Source: an optimization exercise on an open RTL-to-GDS flow (aim: a short achievable clock period and few clock cycles). Production flows keep margins and buffers that such runs may drop. In this exercise RTL edits were held to simulation tests only and were not proved equivalent to the original.

### design/flow/design.v
module ALU(OUT, ZERO, OP1, OP2, OPRN);
input [(32 -1):0] OP1;  
input [(32 -1):0] OP2;  
input [(6 -1):0] OPRN;  
output [(32 -1):0] OUT;  
output ZERO;
reg [(32 -1):0] OUT;
reg ZERO;
always @(*)
begin
	case(OPRN)
		6'h20: OUT = OP1 +OP2;
		6'h22: OUT = OP1 - OP2;
		6'h2c: OUT = OP1*OP2;
		6'h02: OUT = OP1 >> OP2;
		6'h01: OUT = OP1 << OP2;
		6'h24: OUT = OP1 & OP2;
		6'h25: OUT = OP1 | OP2;
		6'h27: OUT = ~(OP1 | OP2);
		6'h2a: OUT = {31'b0, OP1 < OP2};
		default: OUT = {32{1'b0}};
	endcase
end
always @(*)
begin 
	if (OUT == 0) 
		ZERO = 1;
	else 
		ZERO = 0;
end
endmodule
module REGISTER_FILE_32x32(DATA_R1, DATA_R2, ADDR_R1, ADDR_R2, 
                            DATA_W, ADDR_W, READ, WRITE, CLK, RST);
input READ, WRITE, CLK, RST;
input [(32 -1):0] DATA_W;
input [4:0] ADDR_R1, ADDR_R2, ADDR_W;
output [(32 -1):0] DATA_R1;
output [(32 -1):0] DATA_R2;
reg [(32 -1):0] reg_32x32m [0:(32 -1)];  
integer i;  
reg [(32 -1):0] data_return1;
reg [(32 -1):0] data_return2;
assign DATA_R1 = data_return1;
assign DATA_R2 = data_return2;
always @ (posedge CLK)
begin
if (RST == 1'b0)
begin
for(i=0;i<=(32 -1); i = i +1)
    reg_32x32m[i] <= { 32{1'b0} };
end
else
begin
    if (WRITE)  
	reg_32x32m[ADDR_W] <= DATA_W;
end
end
always @ (posedge CLK)
begin
    if (READ)  
    begin
	data_return1 <= reg_32x32m[ADDR_R1];
	data_return2 <= reg_32x32m[ADDR_R2];
    end
end
endmodule
module CONTROL_UNIT(MEM_DATA_IN, MEM_DATA_OUT, RF_DATA_W, RF_ADDR_W, RF_ADDR_R1, RF_ADDR_R2, RF_READ, RF_WRITE,
                    ALU_OP1, ALU_OP2, ALU_OPRN, MEM_ADDR, MEM_READ, MEM_WRITE,
                    RF_DATA_R1, RF_DATA_R2, ALU_RESULT, ZERO, CLK, RST); 
output reg [(32 -1):0] RF_DATA_W;
output reg [4:0] RF_ADDR_W, RF_ADDR_R1, RF_ADDR_R2;
output reg RF_READ, RF_WRITE;
output reg [(32 -1):0]  ALU_OP1, ALU_OP2;
output reg [(6 -1):0] ALU_OPRN;
output reg [(26 -1):0]  MEM_ADDR;
output reg MEM_READ, MEM_WRITE;
output reg [(32 -1):0] MEM_DATA_OUT;
input [(32 -1):0] RF_DATA_R1, RF_DATA_R2, ALU_RESULT, MEM_DATA_IN;
input ZERO, CLK, RST;
wire [2:0] proc_state;
PROC_SM state_machine(.STATE(proc_state),.CLK(CLK),.RST(RST));
reg [(26 -1):0] PC_REG, SP_REF;
reg [(32 -1):0] INST_REG;
reg [(32 -1):0] ALU_OUT_REG;
wire [5:0] opcode = INST_REG[31:26];
wire [4:0] rs = INST_REG[25:21];
wire [4:0] rt = INST_REG[20:16];
wire [4:0] rd = INST_REG[15:11];
wire [4:0] shamt = INST_REG[10:6];
wire [5:0] funct = INST_REG[5:0];
wire [15:0] immediate = INST_REG[15:0];
wire [25:0] address = INST_REG[25:0];
wire [(32 -1):0] signExtendedImmediate = {{16{immediate[15]}},immediate};
wire [(32 -1):0] zeroExtendedImmediate = {16'h0,immediate};
wire [(32 -1):0] lui = {immediate, 16'h0};
wire [(26 -1):0] PC_INC = PC_REG + 1'b1;
always @ (posedge CLK)
begin
  if (RST == 1'b0)
  begin
    PC_REG <= 26'h0001000;
    SP_REF <= 26'h3ffffff;
  end
  else
  begin
    if (proc_state == 3'h1)
      INST_REG <= MEM_DATA_IN;
    if (proc_state == 3'h2)
      ALU_OUT_REG <= ALU_RESULT;
    if (proc_state == 3'h3)
    begin
      if (opcode == 6'h1b) SP_REF <= SP_REF - 1'b1;
      if (opcode == 6'h1c) SP_REF <= SP_REF + 1'b1;
    end
    if (proc_state == 3'h4)
    begin
      PC_REG <= PC_INC;
      case(opcode)
        6'h00: if (funct == 6'h08) PC_REG <= RF_DATA_R1[(26 -1):0];
        6'h04: if (RF_DATA_R1 == RF_DATA_R2) PC_REG <= PC_INC + signExtendedImmediate[(26 -1):0];
        6'h05: if (RF_DATA_R1 != RF_DATA_R2) PC_REG <= PC_INC + signExtendedImmediate[(26 -1):0];
        6'h02: PC_REG <= address;
        6'h03: PC_REG <= address;
        default: ;
      endcase
    end
  end
end
always @ (*)
begin
  RF_READ = (proc_state == 3'h1) || (proc_state == 3'h2);
  if (proc_state == 3'h1)
  begin
    RF_ADDR_R1 = MEM_DATA_IN[25:21];
    RF_ADDR_R2 = MEM_DATA_IN[20:16];
  end
  else
  begin
    RF_ADDR_R1 = (opcode == 6'h1b) ? 5'd0 : rs;
    RF_ADDR_R2 = rt;
  end
  ALU_OP1 = RF_DATA_R1;
  ALU_OP2 = signExtendedImmediate;
  ALU_OPRN = 6'h00;
  case(opcode)
    6'h00:
      begin
        ALU_OPRN = funct;
        if (funct == 6'h01 || funct == 6'h02)
          ALU_OP2 = {27'b0, shamt};
        else
          ALU_OP2 = RF_DATA_R2;
      end
    6'h08: ALU_OPRN = 6'h20;
    6'h1d: ALU_OPRN = 6'h2c;
    6'h0c: begin ALU_OPRN = 6'h24; ALU_OP2 = zeroExtendedImmediate; end
    6'h0d: begin ALU_OPRN = 6'h25; ALU_OP2 = zeroExtendedImmediate; end
    6'h0a: ALU_OPRN = 6'h2a;
    6'h23: ALU_OPRN = 6'h20;
    6'h2b: ALU_OPRN = 6'h20;
    default: ;
  endcase
  MEM_ADDR = PC_REG;
  MEM_READ = 1'b0;
  MEM_WRITE = 1'b0;
  MEM_DATA_OUT = RF_DATA_R2;
  if (proc_state == 3'h0)
    MEM_READ = 1'b1;
  if (proc_state == 3'h3)
  begin
    case(opcode)
      6'h23: begin MEM_ADDR = ALU_OUT_REG[(26 -1):0]; MEM_READ = 1'b1; end
      6'h2b: begin MEM_ADDR = ALU_OUT_REG[(26 -1):0]; MEM_WRITE = 1'b1; end
      6'h1b: begin MEM_ADDR = SP_REF; MEM_DATA_OUT = RF_DATA_R1; MEM_WRITE = 1'b1; end
      6'h1c: begin MEM_ADDR = SP_REF + 1'b1; MEM_READ = 1'b1; end
      default: ;
    endcase
  end
  RF_WRITE = 1'b0;
  RF_ADDR_W = rt;
  RF_DATA_W = ALU_OUT_REG;
  if (proc_state == 3'h4)
  begin
    case(opcode)
      6'h00: if (funct != 6'h08) begin RF_ADDR_W = rd; RF_WRITE = 1'b1; end
      6'h08, 6'h0c, 6'h0d, 6'h1d, 6'h0a: RF_WRITE = 1'b1;
      6'h0f: begin RF_DATA_W = lui; RF_WRITE = 1'b1; end
      6'h23: begin RF_DATA_W = MEM_DATA_IN; RF_WRITE = 1'b1; end
      6'h03: begin RF_ADDR_W = 5'd31; RF_DATA_W = {6'b0, PC_INC}; RF_WRITE = 1'b1; end
      6'h1c: begin RF_ADDR_W = 5'd0; RF_DATA_W = MEM_DATA_IN; RF_WRITE = 1'b1; end
      default: ;
    endcase
  end
end
endmodule
module PROC_SM(STATE,CLK,RST);
input CLK, RST;
output [2:0] STATE;
reg [2:0] current_state;
reg [2:0] next_state;
assign STATE = current_state;
always @(posedge CLK)
begin 
  if (RST == 1'b0)
    current_state <= 3'h0;
  else
    current_state <= next_state;
end
always @(*)
begin	
	case(current_state)
		3'h0 : next_state = 3'h1;
		3'h1 : next_state = 3'h2;
		3'h2 : next_state = 3'h3;
		3'h3 : next_state = 3'h4;
		default : next_state = 3'h0;
	endcase
end
endmodule
module PROC_CS147_SEC05(DATA_IN, DATA_OUT, ADDR, READ, WRITE, CLK, RST);
output [(26 -1):0] ADDR;
output READ, WRITE;
output [(32 -1):0] DATA_OUT;
input  CLK, RST;
input [(32 -1):0] DATA_IN;
wire [(32 -1):0] rf_data_w, rf_data_r1, rf_data_r2, alu_op1, alu_op2, alu_result;
wire [4:0] rf_addr_w,  rf_addr_r1, rf_addr_r2;
wire [(6 -1):0] alu_oprn;
wire rf_read, rf_write;
wire zero;
CONTROL_UNIT cu_inst (.MEM_DATA_IN(DATA_IN),      .MEM_DATA_OUT(DATA_OUT), .RF_DATA_W(rf_data_w),   .RF_ADDR_W(rf_addr_w),   .RF_ADDR_R1(rf_addr_r1), 
                      .RF_ADDR_R2(rf_addr_r2), .RF_READ(rf_read),       .RF_WRITE(rf_write),     .ALU_OP1(alu_op1), 
                      .ALU_OP2(alu_op2),      .ALU_OPRN(alu_oprn),     .MEM_ADDR(ADDR),          .MEM_READ(READ), 
                      .MEM_WRITE(WRITE),      .RF_DATA_R1(rf_data_r1), .RF_DATA_R2(rf_data_r2), .ALU_RESULT(alu_result), 
                      .ZERO(zero),            .CLK(CLK),               .RST(RST));
REGISTER_FILE_32x32 rf_inst (.DATA_R1(rf_data_r1), .DATA_R2(rf_data_r2), .ADDR_R1(rf_addr_r1), .ADDR_R2(rf_addr_r2), 
                             .DATA_W(rf_data_w),   .ADDR_W(rf_addr_w),   .READ(rf_read),      .WRITE(rf_write), 
                             .CLK(CLK),            .RST(RST));
ALU alu_inst (.OUT(alu_result), .ZERO(zero), .OP1(alu_op1), .OP2(alu_op2), .OPRN(alu_oprn));
endmodule
### design/flow/run.sh
#!/bin/bash
# synth_recipe.tcl (not shown) runs the flow's synth.tcl, then flattens the netlist and writes it again
# the make line also repeats each setting of config.mk as NAME=value (left out here)
make -C /OpenROAD-flow-scripts/flow DESIGN_CONFIG=/design/flow/config.mk WORK_HOME=/design/flow/orfs CLKGATE_MAP_FILE= SYNTH_SCRIPT=/design/flow/synth_recipe.tcl finish
### design/flow/config.mk
export PLATFORM = sky130hd
export DESIGN_NAME = PROC_CS147_SEC05
export DESIGN_NICKNAME = PROC_CS147_SEC05
export VERILOG_FILES = /design/flow/design.v
export SDC_FILE = /design/flow/constraint.sdc
export NUM_CORES = 4
export LEC_CHECK = 0
export CAP_MARGIN = 20
export CORE_MARGIN = 2
export CORE_UTILIZATION = 40
export SLEW_MARGIN = 20
### design/flow/constraint.sdc
create_clock -name core_clock -period 10.0 [get_ports {CLK}]
set_input_delay 2.0000 -clock core_clock [delete_from_list [all_inputs] [get_ports {CLK}]]
set_output_delay 2.0000 -clock core_clock [all_outputs]
set_load 0.01 [all_outputs]
==> out/metrics.csv <==
metric,value,unit
status,timing/DRC/antenna clean,
Post-route DRC,0,
Synth top area share,39.0,%
DPL Wire Length,251000,microns
initial antenna violation count,29,
reg2reg setup slack,0.28,ns
layout cells sized above 1,10.1,%
"CP delay by family, top",adder cells,
Critical Path Sink Type,flop,
Max Root-Sink Buffers,3,
CTS sink count,1207,
Worst Path Buf+Inv,6,
share of flip-flops with an asynchronous set or reset,0,%
vias in the first global route,76132,
Period minus WS final,9.72,ns
critical path type,flop to flop,
final hold viol count,0,
r2r startpoint,cu_inst.INST_REG[26],
non-filler cells in the finished layout,12357,
maximum capacitance violations,0,
crit path max-delay cell type,edfxtp_1,
Die X,475,microns
Syn Inst Count,9578,
cell repeated most along the worst path,fa_1,
CTS Buf Count,139,
top-count cell post-synth,nand2_1,
CP max stage delay,0.61,ns
Yosys top cell by area,edfxtp_1,
Tot GR Track Use,33.6,%
Vias/cell,6.35,
Initial Util,40.3,%
Synth cell types,99,
yosys warns,4,
"CTS clk-pin slew, worst paths",0.06,ns
clock skew,0.0537,ns
Tightest Pin Transition,1.35,ns
DIE AREA,0.226,sq mm
setup violators final,0,
fin crit share,97.2,%
P&R area growth vs syn,10.1,%
Worst setup SP type,flop,
clock latency on the worst-skew pair,0.81,ns
CP arrival,10.26,ns
floorplan row count,172,
Placer Congestion,1.03,
Critical Path End,cu_inst.ALU_OUT_REG[27],
CTS tree,done,
crit-path max FO,16,
hold_buf cts,0,
first-pass GRT wire length,547000,microns
IO buf count,93,
nets,9978,
CP Depth,25,
Vias,78419,
largest cells by area after synthesis,"edfxtp_1 39%, fa_1 9.3%, nand2_1 7.9%, nor2_1 6.8%, mux4_2 6.5%",
most used flip-flop cell after synthesis,edfxtp_1,
RSZ-0062 raised after global routing,false,
ANT nets after route,0,
# H-tree levels,4,
commonest cells in the netlist,"1874 x nand2_1, 1615 x nor2_1, 1152 x edfxtp_1",
Critical Path RT,10.54,ns
largest net degree at the start of global routing,134,
wire length per cell,31.1,microns
Initial DRC Count,11668,
chip height,475,microns
CP startpoint,cu_inst.INST_REG[26],
WL final,385000,microns
Slew headroom,8.92,%
FF-to-FF End,cu_inst.ALU_OUT_REG[27],
setup TNS,0,ns
"Avg Cell Area, Syn",9.26,sq um
Worst Hold Class,flop to flop,
Post-Place Cells,12099,
post-synthesis cell area,0.0887,sq mm
"flops & latches, synth",1207,
max frequency,103,MHz
drt first pass iters,10,
# IOs,94,
number of synthesized flops with an enable pin,1152,
Synth Net Count,10270,
core area,0.220,sq mm
GR Overflow Total,0,
Root Driver,clkbuf_16,
cell depth of the worst flop-to-flop path,25,
sequential area share after synthesis,40.2,%
fin. max-slew vios,0,
## repair_timing
action,in CTS,in global routing
resized for setup,0,7
buffers inserted,0,3
setup endpoints to repair,0,5
## layer usage
| layer | share of wire (%) | track usage (%) | vias to the layer above |
|---|---|---|---|
| met2 | 45 | 52.1 | 5676 |
| met3 | 12 | 7.59 | 1281 |
| li1 | - | - | 32619 |
| met5 | 0.025 | 0 | - |
| met1 | 36 | 42.9 | 38831 |
| met4 | 7.0 | 19.8 | 12 |
## cells in the final DEF (no fill, tap or decap), types with 22 or more instances in the layout
cell type        synthesis  routed
a211oi_1                48      46
a21o_1                  60      60
a21oi_1                260     260
a221o_1                 24      24
a221oi_1                59      59
a222oi_1                30      30
a22oi_1                 31      31
a311oi_1               194     194
a31oi_1                 92      90
and3_1                 156     156
buf_4                    8     278
clkbuf_1               684      35
clkbuf_16                0     143
clkdlybuf4s50_1          0      92
clkinv_1                10      40
dfxtp_1                 55      55
edfxtp_1              1152    1152
fa_1                   411     411
ha_1                   247     247
inv_1                  499     495
mux2_2                  30      28
mux2i_1                117     112
mux4_2                 256     256
nand2_1               1874    1809
nand2_2                  1      65
nand2b_1                23      23
nand3_1                481     481
nor2_1                1615    1612
nor2b_1                 26      26
nor3_1                  80      76
nor4_1                  27      27
o211ai_1                41      41
o21ai_0                274     270
o21ai_2                  5      24
o21ai_4                  0      22
o22ai_1                 40      40
or3_1                   24      24
xnor2_1                152     152
xor2_1                  73      73
## metrics by stage
step | worst slack, ns | hold WS (ns) | util (%) | instance area [sq um]
global placement | 0.439 | 0.493 | 42.4 | 93300
finish | 0.280 | 0.517 | 44.4 | 97700
detailed placement | 0.296 | 0.505 | 42.4 | 93300
floorplan | 0.723 | 0.476 | - | 88700
CTS | 0.260 | 0.515 | 44.3 | 97600
global route | 0.0470 | 0.550 | 44.4 | 97700
## how the worst min path moves through the flow
stage                                        endpoint  cells past startpoint                              startpoint
4_1_cts                            cu_inst.PC_REG[24]                      2                      cu_inst.PC_REG[24]
6_report                           cu_inst.PC_REG[24]                      2                      cu_inst.PC_REG[24]
3_5_place_dp                       cu_inst.PC_REG[24]                      2                      cu_inst.PC_REG[24]
5_1_grt                            cu_inst.PC_REG[24]                      2                      cu_inst.PC_REG[24]
3_3_place_gp   cu_inst.state_machine.current_state[0]                      1  cu_inst.state_machine.current_state[0]
2_1_floorplan  cu_inst.state_machine.current_state[0]                      1  cu_inst.state_machine.current_state[0]
## logic make-up after synthesis
logic type | share of synthesized area [%]
simple gates | 20.6
buf+inv | 5.81
compound gates | 10.2
flops | 40.2
fa+ha+maj | 12.8
mux | 8.20
xor+xnor | 2.26
## state kept, by name, summed over array words and instances (netlist names)
name and count:
cu_inst.INST_REG 32, rf_inst.reg_32x32m 1024, cu_inst.ALU_OUT_REG 32, rf_inst.data_return2 32, cu_inst.SP_REF 26, cu_inst.PC_REG 26
rf_inst.data_return1 32, cu_inst.state_machine.current_state 3
## worst min-delay path, delay by kind of cell, from the launching register on
| family | cells | cell delay, ns |
|---|---|---|
| simple gates | 1 | 0.08 |
| flops | 1 | 0.34 |
| compound gates | 1 | 0.06 |
## cell type report
| cell class | instances | area (sq um) |
|---|---|---|
| clock buffer | 180 | 3740 |
| fill | 21004 | 122000 |
| tap | 2958 | 3700 |
| multi-input combinational | 7029 | 48600 |
| sequential | 1207 | 35700 |
| inverter | 519 | 1960 |
| timing repair buffer | 390 | 3420 |
| clock inverter | 65 | 607 |
| antenna | 9 | 22.5 |

## afterwards: timing with drivers on the ports
The results above use ideal ports. As a check the final layout listed here was re-extracted and re-timed, cells and wires unchanged. Step 1: set_driving_cell puts a clkbuf_16 on CLK and a buf_2 on each other input, an assumption about the parent block. Step 2 times the ports against the registers' clock, not the clock port: input delays grow and output delays shrink by t, the midpoint of the rising clock arrivals with the driver on. a / b / c = no drivers / after step 1 / after step 2; a / b = the first two.
t, ns: 0.871
slack for setup (ns): 0.280 / 0.280 / 0.280
worst hold slack (ns): 0.517 / 0.517 / 0.517
worst slew at a driven data input, ns: 0.14
After both steps this run still meets setup and hold. The setup slack of this run moves by 0.000 ns with the drivers and by 0.000 ns with both steps.
